Context: an optimization exercise on an open-source flow, tuned for small area and a short achievable clock period. The choices shown serve that exercise and are no tape-out recipe. Only simulation tests tie the RTL to the original design; equivalence was not proved. No activity file was given, so power comes from the tool's default toggle rates.

==> design/flow/design.v <==
module Decoder(
input       [3:2]            ALU_FUN,
output      reg              Logic_Enable,
output      reg              Shift_Enable,
output      reg              Arith_Enable,
output      reg              CMP_Enable
);
always @(*)               
 begin 
  case (ALU_FUN)
		   2'b00 : 
		   begin 
		    Arith_Enable = 1'b1;
			Shift_Enable = 1'b0;
			Logic_Enable = 1'b0;
			CMP_Enable = 1'b0;
		   end
		   2'b01 :                                       
		   begin 
		    Arith_Enable = 1'b0;
			Shift_Enable = 1'b0;
			Logic_Enable = 1'b1;
			CMP_Enable = 1'b0;
		   end
		   2'b10 :                                       
		   begin 
		    Arith_Enable = 1'b0;
			Shift_Enable = 1'b0;
			Logic_Enable = 1'b0;
			CMP_Enable = 1'b1;
		   end
		   2'b11 :                                       
		   begin 
		    Arith_Enable = 1'b0;
			Shift_Enable = 1'b1;
			Logic_Enable = 1'b0;
			CMP_Enable = 1'b0;
		   end
	endcase 
end 	
endmodule
module Arith_Unit #(parameter Width = 16)
(
input     [Width-1 :0]                 A,
input     [Width-1 :0]                 B,
input                                  CLK,
input                                  RST,
input       [1:0]                      ALU_FUN,
input                                  Arith_Enable,
output      reg[Width-1 :0]            Arith_OUT,
output      reg                        Carry_OUT,
output      reg                        Arith_Flag
);
wire                         High; 
wire                         LOW;
reg   [Width-1 :0]           Arith_OUT_R;
reg                          Arith_Flag_R;
reg                          Carry_OUT_R;
always @(*) 
 begin
  Carry_OUT_R = 1'b0;
  Arith_Flag_R = Arith_Enable;
  if (Arith_Enable)  
   begin 
            Arith_Flag_R = High;
	  case (ALU_FUN)
			   2'b00 :                                       
			   begin 
			   {Carry_OUT_R , Arith_OUT_R} = A + B;
			   end
			   2'b01 :                                      
			   begin 
			   Arith_OUT_R = A - B;
			   end
			   2'b10 :                                      
			   begin
			   Arith_OUT_R = A * B ;
			   end
			   2'b11 :                                     
			   begin
			   Arith_OUT_R = (B == {Width{1'b0}}) ? {Width{1'b1}} : A / B ;
			   end
		endcase 
	end
   else 
    begin
	  Arith_OUT_R= 16'b0;	
	end	
end 	
always @(posedge CLK or negedge RST)                 
 begin 
	 if (!RST)
	  begin
	    Arith_OUT <= 16'b0;
	    Arith_Flag <= 1'b0;
		Carry_OUT <= 1'b0;
	  end
	 else 
	  begin
	    Arith_OUT <= Arith_OUT_R;
 	    Arith_Flag <= Arith_Flag_R;
		Carry_OUT <= Carry_OUT_R;
	  end
 end
assign High = 1'b1;
assign LOW = 1'b0;
endmodule   
module Logic_Unit  #(parameter Width = 16)
(
input       [Width-1 :0]               A,
input       [Width-1 :0]               B,
input                                  CLK,
input       [1:0]                      ALU_FUN,
input                                  RST,
input                                  Logic_Enable,
output      reg                        Logic_Flag,
output      reg[Width-1 :0]            Logic_OUT
);
wire                         High; 
wire                         LOW;
reg    [Width-1 :0]          Logic_OUT_R;
reg                          Logic_Flag_R;
always @(*)               
 begin 
  Logic_Flag_R = Logic_Enable;
  if (Logic_Enable)
   begin
               Logic_Flag_R = High;
	  case (ALU_FUN)
			   2'b00 :                                       
			   begin
			   Logic_OUT_R = A & B;
			   end
			   2'b01 :                                       
			   begin
			   Logic_OUT_R = A | B;
			   end
			   2'b10 :                                       
			   begin
			   Logic_OUT_R = ~(A & B);
			   end
			   2'b11 :                                        
			   begin
			   Logic_OUT_R = ~(A | B);
			   end
		endcase
     end	
	else		
	 begin
	 Logic_OUT_R = 16'b0;
	 end
end 	
always @ (posedge CLK or negedge RST)                 
 begin 
 if (!RST)
  begin
  Logic_OUT <= 16'b0;
  Logic_Flag <= 1'b0;
  end
 else
  begin 
  Logic_OUT <= Logic_OUT_R;
  Logic_Flag <= Logic_Flag_R;
  end
end
assign High = 1'b1;
assign LOW = 1'b0;
endmodule   
module CMP_Unit #(parameter Width = 16)
(
input       [Width-1 :0]               A,
input       [Width-1 :0]               B,
input                                  CLK,
input       [1:0]                      ALU_FUN,
input                                  RST,
input                                  CMP_Enable,
output      reg                        CMP_Flag,
output      reg[Width-1 :0]            CMP_OUT
);
wire                         High; 
wire                         LOW;
reg   [Width-1 :0]           CMP_OUT_R;
reg                          CMP_Flag_R;
always @(*)               
 begin 
  CMP_Flag_R = CMP_Enable;
  CMP_OUT_R = 16'b0;
  if (CMP_Enable)
   begin
               CMP_Flag_R = High;
	  case (ALU_FUN)
			   2'b00 : 
			   begin                                   
				 CMP_OUT_R = 16'b0000;
				 end
			   2'b01 : 
			   begin 
				if (A == B)                                      
				 CMP_OUT_R = 16'b0001;
				 end
			   2'b10 :                                        
			   begin 
				if ( A > B)
				 CMP_OUT_R = 16'b0010;
				 end
			   2'b11 :                                       
			   begin
				if (A < B)
				 CMP_OUT_R = 16'b0011;
				 end
		endcase 
	end
  else
   begin
    CMP_OUT_R = 16'b0;
  end	
end 	
always @ (posedge CLK or negedge RST)                 
begin 
 if (!RST)
  begin
  CMP_OUT <= 16'b0;
  CMP_Flag <= 1'b0;
  end
 else
  begin 
  CMP_OUT <= CMP_OUT_R;
  CMP_Flag <= CMP_Flag_R;
  end
end
assign High = 1'b1;
assign LOW = 1'b0;
endmodule   
module Shift_Unit #(parameter Width = 16)
(
input       [Width-1 :0]                  A,
input       [Width-1 :0]                  B,
input                                     CLK,
input       [1:0]                         ALU_FUN,
input                                     RST,
input                                     Shift_Enable,
output      reg                           Shift_Flag,
output      reg[Width-1 :0]               Shift_OUT
);
wire                         High; 
wire                         LOW;
reg   [Width-1 :0]           Shift_OUT_R;
reg                          Shift_Flag_R;
always @(*)               
 begin 
  Shift_Flag_R = Shift_Enable;
  if (Shift_Enable)
   begin
              Shift_Flag_R = High;
	  case (ALU_FUN)
			   2'b00 :                                        
			   begin 
			   Shift_OUT_R = A >> 16'b0001;
			   end
			   2'b01 :                                        
			   begin
			   Shift_OUT_R = A << 16'b0001;
			   end
			   2'b10 :                                        
			   begin 
			   Shift_OUT_R = B >> 16'b0001;
			   end
			   2'b11 :                                        
			   begin
			   Shift_OUT_R = B << 16'b0001;
			   end
		endcase 
	end
  else
   begin 
     Shift_OUT_R = 16'b0;
  end	 
end 	
always @ (posedge CLK or negedge RST)                 
 begin 
  if (!RST)
   begin 
  Shift_OUT <= 16'b0;
  Shift_Flag <= 1'b0;
   end
  else
   begin  
  Shift_OUT <= Shift_OUT_R;
  Shift_Flag <= Shift_Flag_R;
  end
end
assign High = 1'b1;
assign LOW = 1'b0;
endmodule   
module ALU_TOP #(parameter Width = 16)
( 
input        [Width-1 :0]                                 A,
input        [Width-1 :0]                                 B,
input        [3:0]                                        ALU_FUN,
input                                                     CLK,
input                                                     RST,
output       [Width-1 :0]                                 Arith_OUT,
output                                                    Arith_Flag,
output                                                    Carry_OUT,
output       [Width-1 :0]                                 Logic_Out,
output                                                    Logic_Flag,
output       [Width-1 :0]                                 CMP_OUT,
output                                                    CMP_Flag,
output                                                    Shift_Flag,
output       [Width-1 :0]                                 Shift_OUT
);
wire      Shift_Enable,Logic_Enable,Arith_Enable,CMP_Enable;
Decoder DUT1 (
.ALU_FUN(ALU_FUN[3:2]),
.Logic_Enable(Logic_Enable),
.Shift_Enable(Shift_Enable),
.Arith_Enable(Arith_Enable),
.CMP_Enable(CMP_Enable)
);
Arith_Unit DUT2 (
.A(A),
.B(B),
.CLK(CLK),
.RST(RST),
.ALU_FUN(ALU_FUN[1:0]),
.Arith_Enable(Arith_Enable),
.Arith_OUT(Arith_OUT),
.Carry_OUT(Carry_OUT),
.Arith_Flag(Arith_Flag)
);
Logic_Unit DUT3 (
.A(A),
.B(B),
.CLK(CLK),
.RST(RST),
.ALU_FUN(ALU_FUN[1:0]),
.Logic_Enable(Logic_Enable),
.Logic_Flag(Logic_Flag),
.Logic_OUT(Logic_Out)
);
CMP_Unit DUT4 (
.A(A),
.B(B),
.CLK(CLK),
.RST(RST),
.ALU_FUN(ALU_FUN[1:0]),
.CMP_Enable(CMP_Enable),
.CMP_Flag(CMP_Flag),
.CMP_OUT(CMP_OUT)
);
Shift_Unit DUT5(
.A(A),
.B(B),
.CLK(CLK),
.RST(RST),
.ALU_FUN(ALU_FUN[1:0]),
.Shift_Enable(Shift_Enable),
.Shift_Flag(Shift_Flag),
.Shift_OUT(Shift_OUT)
);
endmodule
==> design/flow/run.sh <==
#!/bin/bash
# synth_recipe.tcl (not shown) runs the flow's synth.tcl, then flattens the netlist and writes it again
# the make line also repeats each setting of config.mk as NAME=value (left out here)
make -C /OpenROAD-flow-scripts/flow DESIGN_CONFIG=/design/flow/config.mk WORK_HOME=/design/flow/orfs CLKGATE_MAP_FILE= SYNTH_SCRIPT=/design/flow/synth_recipe.tcl finish
==> design/flow/config.mk <==
export PLATFORM = sky130hd
export DESIGN_NAME = ALU_TOP
export DESIGN_NICKNAME = ALU_TOP
export VERILOG_FILES = /design/flow/design.v
export SDC_FILE = /design/flow/constraint.sdc
export NUM_CORES = 4
export LEC_CHECK = 0
export CAP_MARGIN = 20
export CORE_MARGIN = 2
export CORE_UTILIZATION = 40
export SLEW_MARGIN = 20
==> design/flow/constraint.sdc <==
create_clock -name core_clock -period 32.0 [get_ports {CLK}]
set_input_delay 6.4000 -clock core_clock [delete_from_list [all_inputs] [get_ports {CLK}]]
set_output_delay 6.4000 -clock core_clock [all_outputs]
set_load 0.01 [all_outputs]
==> notes.md <==
Post-CTS Hold Buffers=0; nets@finish=2555; Pleak=8.98 nW; first-pass GRT wire length=87100 um; async set-reset flop share out of synthesis=100%; Peak supply drop=0.0000659 V; Core Util, Final=51.1%; crit end category=flip-flop; Overflow after GRT=0; met1 Resource Use GR=38.3%; Non-Filler Instances=2668; Max transition margin=29.2%; crit-path leading delay family=compound AO/OA/AOI/OAI gates; status=timing/DRC/antenna clean; CTS tree=done; share of layout cells above drive strength 1=19.0%; number of global-route vias before repair=15300; sequential element share of the synthesized area=9.22%; CP Launch Point=B[6]; crit start category=primary input; Slowest-stage cell, CP=or4b_2; Placed Cells=2642; syn_area_per_cell=7.78 um^2; Hold Path Class=primary input to asynchronous set/reset pin; Detailed Place HPWL=43400 um; Detail Route Antenna Nets=0; Fin. Hold Viols=0; initial cell density of the core=40.7%; num rows=70; met2 Use GR=47.6%; Data arrival, critical path=31160 ps; Die Wd=197 um; Cell variety after synth=84; GRT Max-Usage Layer=met2; Synth Flop Type=dfrtp_1; worst setup margin=1040 ps; CTS buffer count=5; worst path bufs/invs=12; Power Total=0.804 mW; htree depth=2; slowest stage delay, CP=600 ps; Seq cells post-synth=55; vias post-DR=15500; DR pass1 iterations=6; Hold WS=6210 ps; number of I/O pins=107; Most common cell on crit path=ha_1; WS Path Type=primary input to flip-flop; core box area=0.0367 mm^2; Max FO, Critical Path=8; dpl ws=-889 ps; setup_tns=0 ps; Vert. Die Dim=197 um; placer congestion estimate=0.983; Mapped Cells=1920; Antenna Cells=0; Area Overhead vs Synth=25.6%; total wire length=56900 um; Worst EP required=32200 ps; Ys Warns=5; final setup fails=0; DRC viols=0; 1st-iter DRT viols=1250; clock sink total=55; Power per Cell Area=42.9 mW/mm^2; number of synthesized flops with an enable pin=0; Port Buf Inserts=92; # fillers=3565; Worst-Margin Slew=1030 ps; Max clock buf depth=2; DR vias/cell=5.83; wire per inst=21.3 um; Slew Limit Fails=0; largest net degree at the start of global routing=71; antenna violations before repair=0; Clk Tree Root Cell=clkbuf_16; die area=0.0389 mm^2; clk slew on worst S/H paths=80 ps; post-synthesis cell area=0.0149 mm^2; Finished Cell Area=0.0187 mm^2; Max Cap Violations=0; Tcrit/Tclk final=96.8%; met3 GRT Util=4.27%; FMAX=32.3 MHz; min Tclk post-route=30960 ps; DP Area=0.0179 mm^2; gr usage total=29.0%
state kept, by name (all words and copies together), names as in the netlist:
signal	count
DUT2.Arith_OUT	16
DUT2.Carry_OUT	1
DUT4.CMP_OUT	2
DUT5.Shift_OUT	16
DUT5.Shift_Flag	1
DUT4.CMP_Flag	1
DUT3.Logic_Flag	1
DUT2.Arith_Flag	1
DUT3.Logic_OUT	16
worst paths after layout:
check                                         endpoint  cells after the start  slack, ps
max in group asynchronous    DUT3.Logic_Flag$_DFF_PN0_                      2      25300
setup / recovery           DUT2.Arith_OUT[0]$_DFF_PN0_                    117       1040
min in group core_clock        DUT4.CMP_Flag$_DFF_PN0_                      2       6760
hold / removal             DUT5.Shift_OUT[1]$_DFF_PN0_                      2       6210
cell type report:
class | instances | area (um^2) | share of cell area, %
well taps | 468 | 586 | 3.12
clock inverters | 3 | 67.6 | 0.360
multi-input cells | 1593 | 13000 | 69.3
clock buffers | 5 | 125 | 0.668
repair buffers | 354 | 2900 | 15.4
inverters | 190 | 713 | 3.81
flip-flops and latches | 55 | 1380 | 7.34
report_power, final:
part / internal, mW / leakage [nW] / switching, mW
clock network: 0.0449 / 0.0900 / 0.0285
registers: 0.0750 / 0.740 / 0.00141
logic: 0.292 / 8.15 / 0.363
synthesized netlist by cell type (all sizes together) (22+ instances only):
cell | instances | area share, %
a21o | 27 | 1.4
a21oi | 145 | 4.9
buf | 25 | 1.0
clkbuf | 70 | 1.8
dfrtp | 55 | 9.2
fa | 82 | 11
ha | 236 | 20
inv | 186 | 4.7
nand2 | 176 | 4.4
nand3 | 40 | 1.3
nor2 | 188 | 4.7
nor2b | 28 | 1.2
nor3 | 55 | 1.9
o211ai | 22 | 1.1
o21a | 37 | 1.9
o21ai | 73 | 2.4
or3 | 24 | 1.0
xnor2 | 96 | 5.6
xor2 | 44 | 2.6
cell usage in the layout, fill, tap and decap left out, drive strengths merged, types with 15 or more instances in the layout:
cell / count
inv: 186
or3: 24
o211ai: 22
a21oi: 145
nand3: 40
nor2: 188
clkdlybuf4s50: 80
a21o: 27
nor2b: 28
o31ai: 17
mux2: 21
fa: 82
nand2: 176
or2: 15
nor3: 55
buf: 265
xor2: 44
nand2b: 20
o21ai: 73
a31oi: 15
dfrtp: 55
ha: 236
a211oi: 17
o21a: 37
xnor2: 96
metal layers:
metal / wire (um) / share of wire (%) / vias up
met5: 0 / 0 / -
met4: 2410 / 4.2 / 0
met3: 4520 / 7.9 / 162
met2: 25700 / 45 / 659
met1: 24200 / 43 / 7475
li1: - / - / 7250
repair_timing:
item	in CTS	in global routing
buffers inserted	0	18
pin swaps	1	27
setup endpoints to repair	1	2
resized for setup	14	88
endpoints found under the hold margin	0	0
logic make-up after synthesis:
kind of cell	after synthesis	share of synthesized area [%]
other	1	0.0251
flip-flops	55	9.22
adder cells (fa/ha/maj)	318	30.8
AO/OA/AOI/OAI	465	20.7
multiplexers	49	4.63
buffers and inverters	285	7.55
XOR/XNOR	140	8.21
AND/OR/NAND/NOR	607	18.9

static timing again, ports no longer ideal:
How much do the figures lean on ideal ports? The routed layout below was timed once more, with nothing changed but the port constraints. Step 1 (the two cells are an assumption about what drives the block):
set clk [get_ports {CLK}]
set_driving_cell -lib_cell sky130_fd_sc_hd__clkbuf_16 $clk
set_driving_cell -lib_cell sky130_fd_sc_hd__buf_2 [delete_from_list [all_inputs] $clk]
Step 2 also shifts input and output timing later by t, the mid clock arrival at the registers, as if the neighbouring blocks saw the same clock. Three values: ideal ports, drivers, drivers and shift; two values: the first two.
shift t [ns]: 0.363
slack for setup (ns): 1.040 / 1.059 / 0.696
hold WS [ns]: 6.208 / 6.191 / 6.554
clock arrival spread, ns: 0.017 / 0.016
After both steps setup and hold are still met in this run. For this run, drivers alone change the setup slack by +0.019 ns; drivers and shift together by -0.344 ns.
